What follows belongs to an exercise in optimizing a design on an open flow for small area, a short achievable clock period and few clock cycles per item; a production flow would make more cautious choices.
At most, simulation tests tie the RTL to the original design; equivalence was not proved.

==> inputs of run a <==
==> flow/design.v (excerpt) <==
module mul_op #(parameter INPUTS = 2,
		parameter OUTPUTS = 1,
		parameter DATA_IN_SIZE = 32,
		parameter DATA_OUT_SIZE = 32)
		(
		input clk,
		input rst,
		input [INPUTS * (DATA_IN_SIZE)- 1 : 0]data_in_bus,
		input [INPUTS - 1 : 0]valid_in_bus,
		output [INPUTS - 1 : 0] ready_in_bus,
		output [OUTPUTS * (DATA_OUT_SIZE) - 1 : 0]data_out_bus,
		output [OUTPUTS - 1 : 0]valid_out_bus,
		input 	[OUTPUTS - 1 : 0] ready_out_bus
);
Settings: LEC_CHECK=0, CAP_MARGIN=20, CORE_MARGIN=2, CORE_UTILIZATION=40, SETUP_SLACK_MARGIN=5, SLEW_MARGIN=20, SYNTH_HIERARCHICAL=1; clock period 8.0 ns.
standard.sh (not shown) runs the stock make flow with config.mk's settings and CLKGATE_MAP_FILE= SYNTH_SCRIPT=/design/flow/synth_recipe.tcl, a recipe that flattens the netlist after the stock synthesis.
==> flow/flow/run.sh <==
#!/bin/bash
# The standard layout, with resizing free to change a cell's footprint (so the
# port buffers and other cells can be swapped for faster ones) and port
# buffers that are plain buffers rather than delay cells.
set -euo pipefail
bash standard.sh MATCH_CELL_FOOTPRINT=0 BUFFER_PORTS_ARGS="-buffer_cell sky130_fd_sc_hd__buf_2" finish > standard.log 2>&1
==> inputs of run b, as changes to run a <==
--- a/flow/design.v
+++ b/flow/design.v
@@ -15,44 +15,38 @@
   reg fa, fb;
   reg [31:0] a_s;
   reg [47:0] sel_s;       
   wire [47:0] sel_in;
   reg sv;             
   wire ce = ~sv;      
   wire fire = fa & fb & ce;
-  wire [1:0] rin = {~fb | fire, ~fa | fire};
-  reg [1:0] rdy;
-  assign ready_in_bus = rdy;
-  wire fa_n = rin[0] ? valid_in_bus[0] : fa;
-  wire fb_n = rin[1] ? valid_in_bus[1] : fb;
-  reg vp;
-  wire sv_n = sv ? ~ready_out_bus[0] : (vp & ~ready_out_bus[0] & v[0]);
+  assign ready_in_bus[0] = ~fa | fire;
+  assign ready_in_bus[1] = ~fb | fire;
   always @(posedge clk, posedge rst)
-    if (rst) begin fa <= 1'b0; fb <= 1'b0; rdy <= 2'b11; end
+    if (rst) begin fa <= 1'b0; fb <= 1'b0; end
     else begin
-      fa <= fa_n;
-      fb <= fb_n;
-      rdy[0] <= ~fa_n | (fb_n & ~sv_n);
-      rdy[1] <= ~fb_n | (fa_n & ~sv_n);
+      if (ready_in_bus[0]) fa <= valid_in_bus[0];
+      if (ready_in_bus[1]) fb <= valid_in_bus[1];
     end
   always @(posedge clk) begin
-    if (rin[0]) a_s <= data_in_bus[31:0];
-    if (rin[1]) sel_s <= sel_in;
+    if (ready_in_bus[0]) a_s <= data_in_bus[31:0];
+    if (ready_in_bus[1]) sel_s <= sel_in;
   end
   reg [0:0] v;
   always @(posedge clk, posedge rst)
     if (rst) v <= 0;
     else if (ce) v <= fire;
+  reg vp;
   reg [31:0] s_reg, p_reg;
   wire p_en = ~vp | ready_out_bus[0];
   always @(posedge clk, posedge rst)
     if (rst) begin vp <= 1'b0; sv <= 1'b0; end
     else begin
       if (p_en) vp <= sv | v[0];
-      sv <= sv_n;
+      sv <= sv ? ~ready_out_bus[0] : (vp & ~ready_out_bus[0] & v[0]);
     end
   always @(posedge clk) begin
     if (ce) s_reg <= prod;
     if (p_en) p_reg <= p_next;
   end
   assign valid_out_bus[0] = vp;
   assign data_out_bus[31:0] = p_reg;
==> inputs of run c, as changes to run a <==
--- a/flow/design.v
+++ b/flow/design.v
@@ -15,44 +15,38 @@
   reg fa, fb;
   reg [31:0] a_s;
   reg [47:0] sel_s;       
   wire [47:0] sel_in;
   reg sv;             
   wire ce = ~sv;      
   wire fire = fa & fb & ce;
-  wire [1:0] rin = {~fb | fire, ~fa | fire};
-  reg [1:0] rdy;
-  assign ready_in_bus = rdy;
-  wire fa_n = rin[0] ? valid_in_bus[0] : fa;
-  wire fb_n = rin[1] ? valid_in_bus[1] : fb;
-  reg vp;
-  wire sv_n = sv ? ~ready_out_bus[0] : (vp & ~ready_out_bus[0] & v[0]);
+  assign ready_in_bus[0] = ~fa | fire;
+  assign ready_in_bus[1] = ~fb | fire;
   always @(posedge clk, posedge rst)
-    if (rst) begin fa <= 1'b0; fb <= 1'b0; rdy <= 2'b11; end
+    if (rst) begin fa <= 1'b0; fb <= 1'b0; end
     else begin
-      fa <= fa_n;
-      fb <= fb_n;
-      rdy[0] <= ~fa_n | (fb_n & ~sv_n);
-      rdy[1] <= ~fb_n | (fa_n & ~sv_n);
+      if (ready_in_bus[0]) fa <= valid_in_bus[0];
+      if (ready_in_bus[1]) fb <= valid_in_bus[1];
     end
   always @(posedge clk) begin
-    if (rin[0]) a_s <= data_in_bus[31:0];
-    if (rin[1]) sel_s <= sel_in;
+    if (ready_in_bus[0]) a_s <= data_in_bus[31:0];
+    if (ready_in_bus[1]) sel_s <= sel_in;
   end
   reg [0:0] v;
   always @(posedge clk, posedge rst)
     if (rst) v <= 0;
     else if (ce) v <= fire;
+  reg vp;
   reg [31:0] s_reg, p_reg;
   wire p_en = ~vp | ready_out_bus[0];
   always @(posedge clk, posedge rst)
     if (rst) begin vp <= 1'b0; sv <= 1'b0; end
     else begin
       if (p_en) vp <= sv | v[0];
-      sv <= sv_n;
+      sv <= sv ? ~ready_out_bus[0] : (vp & ~ready_out_bus[0] & v[0]);
     end
   always @(posedge clk) begin
     if (ce) s_reg <= prod;
     if (p_en) p_reg <= p_next;
   end
   assign valid_out_bus[0] = vp;
   assign data_out_bus[31:0] = p_reg;
--- a/flow/config.mk
+++ b/flow/config.mk
@@ -4,10 +4,11 @@
 export VERILOG_FILES = /design/flow/design.v
 export SDC_FILE = /design/flow/constraint.sdc
 export NUM_CORES = 4
 export LEC_CHECK = 0
 export CAP_MARGIN = 20
 export CORE_MARGIN = 2
 export CORE_UTILIZATION = 40
+export PLACE_DENSITY = 0.45
 export SETUP_SLACK_MARGIN = 5
 export SLEW_MARGIN = 20
 export SYNTH_HIERARCHICAL = 1
==> flow_summary.json <==
{
  "outcome": "timing/DRC/antenna clean",
  "multi_input_area_um2": 14200,
  "gp_congestion": 0.882,
  "grt_pass1_vias": 14900,
  "fin_crit_sh_pct": 37.6,
  "regArea_um2": 7610,
  "antenna_found_initial": 1,
  "ys_seq_elements": 254
}
Source of the figures above: run b

==> flow_summary.json <==
{
  "outcome": "timing/DRC/antenna clean",
  "fin_crit_sh_pct": 39.6,
  "regArea_um2": 7610,
  "multi_input_area_um2": 14500
}
Source of the figures above: run c

==> flow_summary.json <==
{
  "outcome": "timing/DRC/antenna clean",
  "ys_seq_elements": 256,
  "multi_input_area_um2": 14300,
  "antenna_found_initial": 3,
  "fin_crit_sh_pct": 37.5
}
Source of the figures above: run a

Testbench counts of run b, summed over its fixed seeds: cycles 2,424, items 2,400.
Testbench counts of run c, summed over its fixed seeds: cycles 2,424, items 2,400.
Function not checked in run a: the RTL went through the layout flow alone.

========
==> 01-08 <==
Another version of the RTL of mul_op (not shown whole).
==> flow/config.mk <==
export PLATFORM = sky130hd
export DESIGN_NAME = mul_op
export DESIGN_NICKNAME = mul_op
export VERILOG_FILES = /design/flow/design.v
export SDC_FILE = /design/flow/constraint.sdc
export NUM_CORES = 4
export LEC_CHECK = 0
export CAP_MARGIN = 20
export CORE_MARGIN = 2
export CORE_UTILIZATION = 40
export SETUP_SLACK_MARGIN = 5
export SLEW_MARGIN = 20
export SYNTH_HIERARCHICAL = 1
==> flow/constraint.sdc <==
create_clock -name core_clock -period 8.0 [get_ports {clk}]
set_input_delay 1.6000 -clock core_clock [delete_from_list [all_inputs] [get_ports {clk}]]
set_output_delay 1.6000 -clock core_clock [all_outputs]
set_load 0.01 [all_outputs]
Scripts as last shown in full above: flow/flow/run.sh
==> 11-11: changes against 01-08 <==
--- a/flow/design.v
+++ b/flow/design.v
@@ -16,42 +16,36 @@
   reg [31:0] a_s;
   reg [47:0] sel_s;       
   wire [47:0] sel_in;
   reg sv;             
   wire ce = ~sv;      
   wire fire = fa & fb & ce;
-  wire [1:0] rin = {~fb | fire, ~fa | fire};
-  reg [1:0] rdy;
-  assign ready_in_bus = rdy;
-  wire fa_n = rin[0] ? valid_in_bus[0] : fa;
-  wire fb_n = rin[1] ? valid_in_bus[1] : fb;
-  reg vp;
-  wire sv_n = sv ? ~ready_out_bus[0] : (vp & ~ready_out_bus[0] & v[0]);
+  assign ready_in_bus[0] = ~fa | fire;
+  assign ready_in_bus[1] = ~fb | fire;
   always @(posedge clk, posedge rst)
-    if (rst) begin fa <= 1'b0; fb <= 1'b0; rdy <= 2'b11; end
+    if (rst) begin fa <= 1'b0; fb <= 1'b0; end
     else begin
-      fa <= fa_n;
-      fb <= fb_n;
-      rdy[0] <= ~fa_n | (fb_n & ~sv_n);
-      rdy[1] <= ~fb_n | (fa_n & ~sv_n);
+      if (ready_in_bus[0]) fa <= valid_in_bus[0];
+      if (ready_in_bus[1]) fb <= valid_in_bus[1];
     end
   always @(posedge clk) begin
-    if (rin[0]) a_s <= data_in_bus[31:0];
-    if (rin[1]) sel_s <= sel_in;
+    if (ready_in_bus[0]) a_s <= data_in_bus[31:0];
+    if (ready_in_bus[1]) sel_s <= sel_in;
   end
   reg [0:0] v;
   always @(posedge clk, posedge rst)
     if (rst) v <= 0;
     else if (ce) v <= fire;
+  reg vp;
   reg [31:0] s_reg, p_reg;
   wire p_en = ~vp | ready_out_bus[0];
   always @(posedge clk, posedge rst)
     if (rst) begin vp <= 1'b0; sv <= 1'b0; end
     else begin
       if (p_en) vp <= sv | v[0];
-      sv <= sv_n;
+      sv <= sv ? ~ready_out_bus[0] : (vp & ~ready_out_bus[0] & v[0]);
     end
   always @(posedge clk) begin
     if (ce) s_reg <= prod;
     if (p_en) p_reg <= p_next;
   end
   assign valid_out_bus[0] = vp;
@@ -1023,16 +1017,16 @@
   mul_fx fx99 (.a(n23), .b(n125), .c(n132), .s(n268), .co(n269));
   mul_fx fx100 (.a(n127), .b(n129), .c(n131), .s(n270), .co(n271));
   mul_fx fx101 (.a(n134), .b(n136), .c(n29), .s(n272), .co(n273));
   mul_fx fx102 (.a(n138), .b(n133), .c(n140), .s(n274), .co(n275));
   mul_fx fx103 (.a(n135), .b(n137), .c(n142), .s(n276), .co(n277));
   mul_fx fx104 (.a(n144), .b(n35), .c(n139), .s(n278), .co(n279));
-  mul_fx fx105 (.a(n146), .b(n148), .c(n141), .s(n280), .co(n281));
+  mul_fx fx105 (.a(n146), .b(n141), .c(n148), .s(n280), .co(n281));
   mul_fx fx106 (.a(n143), .b(n145), .c(n150), .s(n282), .co(n283));
   mul_fx fx107 (.a(n152), .b(n43), .c(n147), .s(n284), .co(n285));
-  mul_fx fx108 (.a(n154), .b(n149), .c(n156), .s(n286), .co(n287));
+  mul_fx fx108 (.a(n149), .b(n154), .c(n156), .s(n286), .co(n287));
   mul_xor xr16 (.a(n151), .b(n153), .y(n288));
   mul_xor xr17 (.a(n161), .b(n162), .y(n289));
   mul_xor xr18 (.a(n163), .b(n164), .y(n290));
   mul_xor xr19 (.a(n288), .b(n165), .y(n291));
   mul_xor xr20 (.a(n289), .b(n155), .y(n292));
   mul_xor xr21 (.a(n290), .b(n157), .y(n293));
@@ -1055,39 +1049,39 @@
   mul_fx fx124 (.a(n198), .b(n200), .c(n202), .s(n326), .co(n327));
   mul_fx fx125 (.a(n199), .b(n201), .c(n204), .s(n328), .co(n329));
   mul_fx fx126 (.a(n206), .b(n208), .c(n203), .s(n330), .co(n331));
   mul_fx fx127 (.a(n205), .b(n207), .c(n210), .s(n332), .co(n333));
   mul_fx fx128 (.a(n212), .b(n209), .c(n214), .s(n334), .co(n335));
   mul_fx fx129 (.a(n211), .b(n213), .c(n216), .s(n336), .co(n337));
-  mul_fx fx130 (.a(n218), .b(n220), .c(n215), .s(n338), .co(n339));
+  mul_fx fx130 (.a(n218), .b(n215), .c(n220), .s(n338), .co(n339));
   mul_fx fx131 (.a(n217), .b(n222), .c(n219), .s(n340), .co(n341));
   mul_fx fx132 (.a(n224), .b(n221), .c(n226), .s(n342), .co(n343));
   mul_fx fx133 (.a(n223), .b(n228), .c(n225), .s(n344), .co(n345));
-  mul_fx fx134 (.a(n230), .b(n227), .c(n232), .s(n346), .co(n347));
+  mul_fx fx134 (.a(n227), .b(n230), .c(n232), .s(n346), .co(n347));
   mul_fx fx135 (.a(n229), .b(n234), .c(n231), .s(n348), .co(n349));
-  mul_fx fx136 (.a(n236), .b(n233), .c(n238), .s(n350), .co(n351));
+  mul_fx fx136 (.a(n233), .b(n236), .c(n238), .s(n350), .co(n351));
   mul_fx fx137 (.a(n235), .b(n240), .c(n237), .s(n352), .co(n353));
-  mul_fx fx138 (.a(n242), .b(n239), .c(n244), .s(n354), .co(n355));
-  mul_fx fx139 (.a(n241), .b(n243), .c(n246), .s(n356), .co(n357));
-  mul_fx fx140 (.a(n248), .b(n245), .c(n250), .s(n358), .co(n359));
-  mul_fx fx141 (.a(n247), .b(n252), .c(n254), .s(n360), .co(n361));
-  mul_fx fx142 (.a(n249), .b(n251), .c(n256), .s(n362), .co(n363));
-  mul_fx fx143 (.a(n253), .b(n258), .c(n255), .s(n364), .co(n365));
+  mul_fx fx138 (.a(n239), .b(n242), .c(n244), .s(n354), .co(n355));
+  mul_fx fx139 (.a(n241), .b(n243), .c(n245), .s(n356), .co(n357));
+  mul_fx fx140 (.a(n246), .b(n248), .c(n250), .s(n358), .co(n359));
+  mul_fx fx141 (.a(n247), .b(n249), .c(n251), .s(n360), .co(n361));
+  mul_fx fx142 (.a(n252), .b(n254), .c(n256), .s(n362), .co(n363));
+  mul_fx fx143 (.a(n253), .b(n255), .c(n258), .s(n364), .co(n365));
   mul_fx fx144 (.a(n257), .b(n260), .c(n262), .s(n366), .co(n367));
-  mul_fx fx145 (.a(n259), .b(n264), .c(n261), .s(n368), .co(n369));
+  mul_fx fx145 (.a(n259), .b(n261), .c(n264), .s(n368), .co(n369));
   mul_fx fx146 (.a(n266), .b(n263), .c(n268), .s(n370), .co(n371));
-  mul_fx fx147 (.a(n265), .b(n270), .c(n267), .s(n372), .co(n373));
-  mul_fx fx148 (.a(n272), .b(n269), .c(n274), .s(n374), .co(n375));
-  mul_fx fx149 (.a(n271), .b(n276), .c(n273), .s(n376), .co(n377));
+  mul_fx fx147 (.a(n265), .b(n267), .c(n270), .s(n372), .co(n373));
+  mul_fx fx148 (.a(n272), .b(n274), .c(n269), .s(n374), .co(n375));
+  mul_fx fx149 (.a(n271), .b(n273), .c(n276), .s(n376), .co(n377));
   mul_fx fx150 (.a(n278), .b(n275), .c(n280), .s(n378), .co(n379));
-  mul_fx fx151 (.a(n282), .b(n277), .c(n284), .s(n380), .co(n381));
+  mul_fx fx151 (.a(n277), .b(n282), .c(n284), .s(n380), .co(n381));
   mul_fx fx152 (.a(n279), .b(n281), .c(n286), .s(n382), .co(n383));
   mul_xor xr22 (.a(n283), .b(n291), .y(n384));
   mul_xor xr23 (.a(n292), .b(n293), .y(n385));
   mul_xor xr24 (.a(n384), .b(n285), .y(n386));
-  mul_xor xr25 (.a(n287), .b(n385), .y(n387));
+  mul_xor xr25 (.a(n385), .b(n287), .y(n387));
   assign lsum = {1'b0, n59, n57, n55, n5, n2, pp1[0], pp0[1], sel_s[2]} + {1'b0, n166, n58, n56, n54, n3, n1, 1'b0, pp0[0]};
   mul_fa fa1 (.a(rc4[10]), .b(rc4[11]), .c(rc4[12]), .s(n388), .co(n389));
   mul_fa fa2 (.a(rc4[13]), .b(rc4[14]), .c(rc4[15]), .s(n390), .co(n391));
   mul_fa fa3 (.a(rc4[17]), .b(rc4[18]), .c(rc4[19]), .s(n392), .co(n393));
   mul_fa fa4 (.a(rc4[21]), .b(rc4[22]), .c(rc4[23]), .s(n394), .co(n395));
   mul_fa fa5 (.a(rc4[25]), .b(rc4[26]), .c(rc4[27]), .s(n396), .co(n397));
--- a/flow/config.mk
+++ b/flow/config.mk
@@ -5,9 +5,9 @@
 export SDC_FILE = /design/flow/constraint.sdc
 export NUM_CORES = 4
 export LEC_CHECK = 0
 export CAP_MARGIN = 20
 export CORE_MARGIN = 2
 export CORE_UTILIZATION = 40
-export SETUP_SLACK_MARGIN = 5
+export SETUP_SLACK_MARGIN = 4.8
 export SLEW_MARGIN = 20
 export SYNTH_HIERARCHICAL = 1
==> 12-22: changes against 01-08 <==
--- a/flow/design.v
+++ b/flow/design.v
@@ -16,42 +16,36 @@
   reg [31:0] a_s;
   reg [47:0] sel_s;       
   wire [47:0] sel_in;
   reg sv;             
   wire ce = ~sv;      
   wire fire = fa & fb & ce;
-  wire [1:0] rin = {~fb | fire, ~fa | fire};
-  reg [1:0] rdy;
-  assign ready_in_bus = rdy;
-  wire fa_n = rin[0] ? valid_in_bus[0] : fa;
-  wire fb_n = rin[1] ? valid_in_bus[1] : fb;
-  reg vp;
-  wire sv_n = sv ? ~ready_out_bus[0] : (vp & ~ready_out_bus[0] & v[0]);
+  assign ready_in_bus[0] = ~fa | fire;
+  assign ready_in_bus[1] = ~fb | fire;
   always @(posedge clk, posedge rst)
-    if (rst) begin fa <= 1'b0; fb <= 1'b0; rdy <= 2'b11; end
+    if (rst) begin fa <= 1'b0; fb <= 1'b0; end
     else begin
-      fa <= fa_n;
-      fb <= fb_n;
-      rdy[0] <= ~fa_n | (fb_n & ~sv_n);
-      rdy[1] <= ~fb_n | (fa_n & ~sv_n);
+      if (ready_in_bus[0]) fa <= valid_in_bus[0];
+      if (ready_in_bus[1]) fb <= valid_in_bus[1];
     end
   always @(posedge clk) begin
-    if (rin[0]) a_s <= data_in_bus[31:0];
-    if (rin[1]) sel_s <= sel_in;
+    if (ready_in_bus[0]) a_s <= data_in_bus[31:0];
+    if (ready_in_bus[1]) sel_s <= sel_in;
   end
   reg [0:0] v;
   always @(posedge clk, posedge rst)
     if (rst) v <= 0;
     else if (ce) v <= fire;
+  reg vp;
   reg [31:0] s_reg, p_reg;
   wire p_en = ~vp | ready_out_bus[0];
   always @(posedge clk, posedge rst)
     if (rst) begin vp <= 1'b0; sv <= 1'b0; end
     else begin
       if (p_en) vp <= sv | v[0];
-      sv <= sv_n;
+      sv <= sv ? ~ready_out_bus[0] : (vp & ~ready_out_bus[0] & v[0]);
     end
   always @(posedge clk) begin
     if (ce) s_reg <= prod;
     if (p_en) p_reg <= p_next;
   end
   assign valid_out_bus[0] = vp;
@@ -1023,16 +1017,16 @@
   mul_fx fx99 (.a(n23), .b(n125), .c(n132), .s(n268), .co(n269));
   mul_fx fx100 (.a(n127), .b(n129), .c(n131), .s(n270), .co(n271));
   mul_fx fx101 (.a(n134), .b(n136), .c(n29), .s(n272), .co(n273));
   mul_fx fx102 (.a(n138), .b(n133), .c(n140), .s(n274), .co(n275));
   mul_fx fx103 (.a(n135), .b(n137), .c(n142), .s(n276), .co(n277));
   mul_fx fx104 (.a(n144), .b(n35), .c(n139), .s(n278), .co(n279));
-  mul_fx fx105 (.a(n146), .b(n148), .c(n141), .s(n280), .co(n281));
+  mul_fx fx105 (.a(n146), .b(n141), .c(n148), .s(n280), .co(n281));
   mul_fx fx106 (.a(n143), .b(n145), .c(n150), .s(n282), .co(n283));
   mul_fx fx107 (.a(n152), .b(n43), .c(n147), .s(n284), .co(n285));
-  mul_fx fx108 (.a(n154), .b(n149), .c(n156), .s(n286), .co(n287));
+  mul_fx fx108 (.a(n149), .b(n154), .c(n156), .s(n286), .co(n287));
   mul_xor xr16 (.a(n151), .b(n153), .y(n288));
   mul_xor xr17 (.a(n161), .b(n162), .y(n289));
   mul_xor xr18 (.a(n163), .b(n164), .y(n290));
   mul_xor xr19 (.a(n288), .b(n165), .y(n291));
   mul_xor xr20 (.a(n289), .b(n155), .y(n292));
   mul_xor xr21 (.a(n290), .b(n157), .y(n293));
@@ -1055,39 +1049,39 @@
   mul_fx fx124 (.a(n198), .b(n200), .c(n202), .s(n326), .co(n327));
   mul_fx fx125 (.a(n199), .b(n201), .c(n204), .s(n328), .co(n329));
   mul_fx fx126 (.a(n206), .b(n208), .c(n203), .s(n330), .co(n331));
   mul_fx fx127 (.a(n205), .b(n207), .c(n210), .s(n332), .co(n333));
   mul_fx fx128 (.a(n212), .b(n209), .c(n214), .s(n334), .co(n335));
   mul_fx fx129 (.a(n211), .b(n213), .c(n216), .s(n336), .co(n337));
-  mul_fx fx130 (.a(n218), .b(n220), .c(n215), .s(n338), .co(n339));
+  mul_fx fx130 (.a(n218), .b(n215), .c(n220), .s(n338), .co(n339));
   mul_fx fx131 (.a(n217), .b(n222), .c(n219), .s(n340), .co(n341));
   mul_fx fx132 (.a(n224), .b(n221), .c(n226), .s(n342), .co(n343));
   mul_fx fx133 (.a(n223), .b(n228), .c(n225), .s(n344), .co(n345));
-  mul_fx fx134 (.a(n230), .b(n227), .c(n232), .s(n346), .co(n347));
+  mul_fx fx134 (.a(n227), .b(n230), .c(n232), .s(n346), .co(n347));
   mul_fx fx135 (.a(n229), .b(n234), .c(n231), .s(n348), .co(n349));
-  mul_fx fx136 (.a(n236), .b(n233), .c(n238), .s(n350), .co(n351));
+  mul_fx fx136 (.a(n233), .b(n236), .c(n238), .s(n350), .co(n351));
   mul_fx fx137 (.a(n235), .b(n240), .c(n237), .s(n352), .co(n353));
-  mul_fx fx138 (.a(n242), .b(n239), .c(n244), .s(n354), .co(n355));
-  mul_fx fx139 (.a(n241), .b(n243), .c(n246), .s(n356), .co(n357));
-  mul_fx fx140 (.a(n248), .b(n245), .c(n250), .s(n358), .co(n359));
-  mul_fx fx141 (.a(n247), .b(n252), .c(n254), .s(n360), .co(n361));
-  mul_fx fx142 (.a(n249), .b(n251), .c(n256), .s(n362), .co(n363));
-  mul_fx fx143 (.a(n253), .b(n258), .c(n255), .s(n364), .co(n365));
+  mul_fx fx138 (.a(n239), .b(n242), .c(n244), .s(n354), .co(n355));
+  mul_fx fx139 (.a(n241), .b(n243), .c(n245), .s(n356), .co(n357));
+  mul_fx fx140 (.a(n246), .b(n248), .c(n250), .s(n358), .co(n359));
+  mul_fx fx141 (.a(n247), .b(n249), .c(n251), .s(n360), .co(n361));
+  mul_fx fx142 (.a(n252), .b(n254), .c(n256), .s(n362), .co(n363));
+  mul_fx fx143 (.a(n253), .b(n255), .c(n258), .s(n364), .co(n365));
   mul_fx fx144 (.a(n257), .b(n260), .c(n262), .s(n366), .co(n367));
-  mul_fx fx145 (.a(n259), .b(n264), .c(n261), .s(n368), .co(n369));
+  mul_fx fx145 (.a(n259), .b(n261), .c(n264), .s(n368), .co(n369));
   mul_fx fx146 (.a(n266), .b(n263), .c(n268), .s(n370), .co(n371));
-  mul_fx fx147 (.a(n265), .b(n270), .c(n267), .s(n372), .co(n373));
-  mul_fx fx148 (.a(n272), .b(n269), .c(n274), .s(n374), .co(n375));
-  mul_fx fx149 (.a(n271), .b(n276), .c(n273), .s(n376), .co(n377));
+  mul_fx fx147 (.a(n265), .b(n267), .c(n270), .s(n372), .co(n373));
+  mul_fx fx148 (.a(n272), .b(n274), .c(n269), .s(n374), .co(n375));
+  mul_fx fx149 (.a(n271), .b(n273), .c(n276), .s(n376), .co(n377));
   mul_fx fx150 (.a(n278), .b(n275), .c(n280), .s(n378), .co(n379));
-  mul_fx fx151 (.a(n282), .b(n277), .c(n284), .s(n380), .co(n381));
+  mul_fx fx151 (.a(n277), .b(n282), .c(n284), .s(n380), .co(n381));
   mul_fx fx152 (.a(n279), .b(n281), .c(n286), .s(n382), .co(n383));
   mul_xor xr22 (.a(n283), .b(n291), .y(n384));
   mul_xor xr23 (.a(n292), .b(n293), .y(n385));
   mul_xor xr24 (.a(n384), .b(n285), .y(n386));
-  mul_xor xr25 (.a(n287), .b(n385), .y(n387));
+  mul_xor xr25 (.a(n385), .b(n287), .y(n387));
   assign lsum = {1'b0, n59, n57, n55, n5, n2, pp1[0], pp0[1], sel_s[2]} + {1'b0, n166, n58, n56, n54, n3, n1, 1'b0, pp0[0]};
   mul_fa fa1 (.a(rc4[10]), .b(rc4[11]), .c(rc4[12]), .s(n388), .co(n389));
   mul_fa fa2 (.a(rc4[13]), .b(rc4[14]), .c(rc4[15]), .s(n390), .co(n391));
   mul_fa fa3 (.a(rc4[17]), .b(rc4[18]), .c(rc4[19]), .s(n392), .co(n393));
   mul_fa fa4 (.a(rc4[21]), .b(rc4[22]), .c(rc4[23]), .s(n394), .co(n395));
   mul_fa fa5 (.a(rc4[25]), .b(rc4[26]), .c(rc4[27]), .s(n396), .co(n397));
--- a/flow/config.mk
+++ b/flow/config.mk
@@ -5,9 +5,10 @@
 export SDC_FILE = /design/flow/constraint.sdc
 export NUM_CORES = 4
 export LEC_CHECK = 0
 export CAP_MARGIN = 20
 export CORE_MARGIN = 2
 export CORE_UTILIZATION = 40
+export PLACE_DENSITY = 0.75
 export SETUP_SLACK_MARGIN = 5
 export SLEW_MARGIN = 20
 export SYNTH_HIERARCHICAL = 1
==> comparison <==
01-08 ran to the end with no violations. 11-11 completed with no timing, DRC or antenna violations. 12-22 ran to the end with no violations. The lowest cell area belongs to 11-11, the highest to 01-08. Of 11-11 and 12-22, 11-11 has the higher count of clock-buffer cells in the layout (gap 2). In 01-08 the synthesized cell count is higher than in 11-11, by about 0.26%. Synthesized area is the same in 12-22 and 11-11. The lowest via count belongs to 11-11, the highest to 12-22. Maximum frequency: 12-22 < 11-11 < 01-08. Of 01-08 and 11-11, 11-11 has the higher first-iteration DRC count (gap about 2%, measured against 11-11). Wire length: 11-11 < 12-22 < 01-08. The highest hold slack belongs to 12-22, the lowest to 11-11.
Testbench counts of 11-11, summed over its fixed seeds: cycles 2,424, items 2,400.
Testbench counts of 12-22, summed over its fixed seeds: cycles 2,424, items 2,400.
For 01-08, only the layout was checked, not whether the RTL still works.

==> afterwards: timing with drivers on the ports <==
The flow's constraints put no driver on any port. The routed layouts listed below were extracted and timed again, unchanged, in two steps.
Step 1 sets driving cells, clkbuf_16 on the clock port and buf_2 on the other inputs (assumed; they add their load-dependent delay and slew).
Step 2 times the ports against the registers' clock, not the clock port: input delays grow and output delays shrink by t, the midpoint of the rising clock arrivals with the driver on.
Slacks: ideal / step 1 / step 2; pairs: ideal / step 1.
run	t (ns)	setup WS [ns]	worst setup path after step 2	clock arrival spread, ns	worst register clock-pin slew, ns
run a	0.643	4.997 / 4.997 / 4.997	register to register	0.030 / 0.031	0.07 / 0.07
run b	0.619	4.993 / 4.941 / 5.014	register to register	0.015 / 0.015	0.07 / 0.07
run c	0.657	4.835 / 4.775 / 4.973	register to register	0.015 / 0.015	0.07 / 0.07
01-08	0.630	5.015 / 5.015 / 5.015	register to register	0.035 / 0.036	0.06 / 0.06
11-11	0.619	4.858 / 4.805 / 4.884	register to register	0.018 / 0.018	0.06 / 0.06
12-22	0.609	4.831 / 4.777 / 4.962	register to register	0.030 / 0.031	0.07 / 0.07
After both steps every run listed still meets setup and hold.
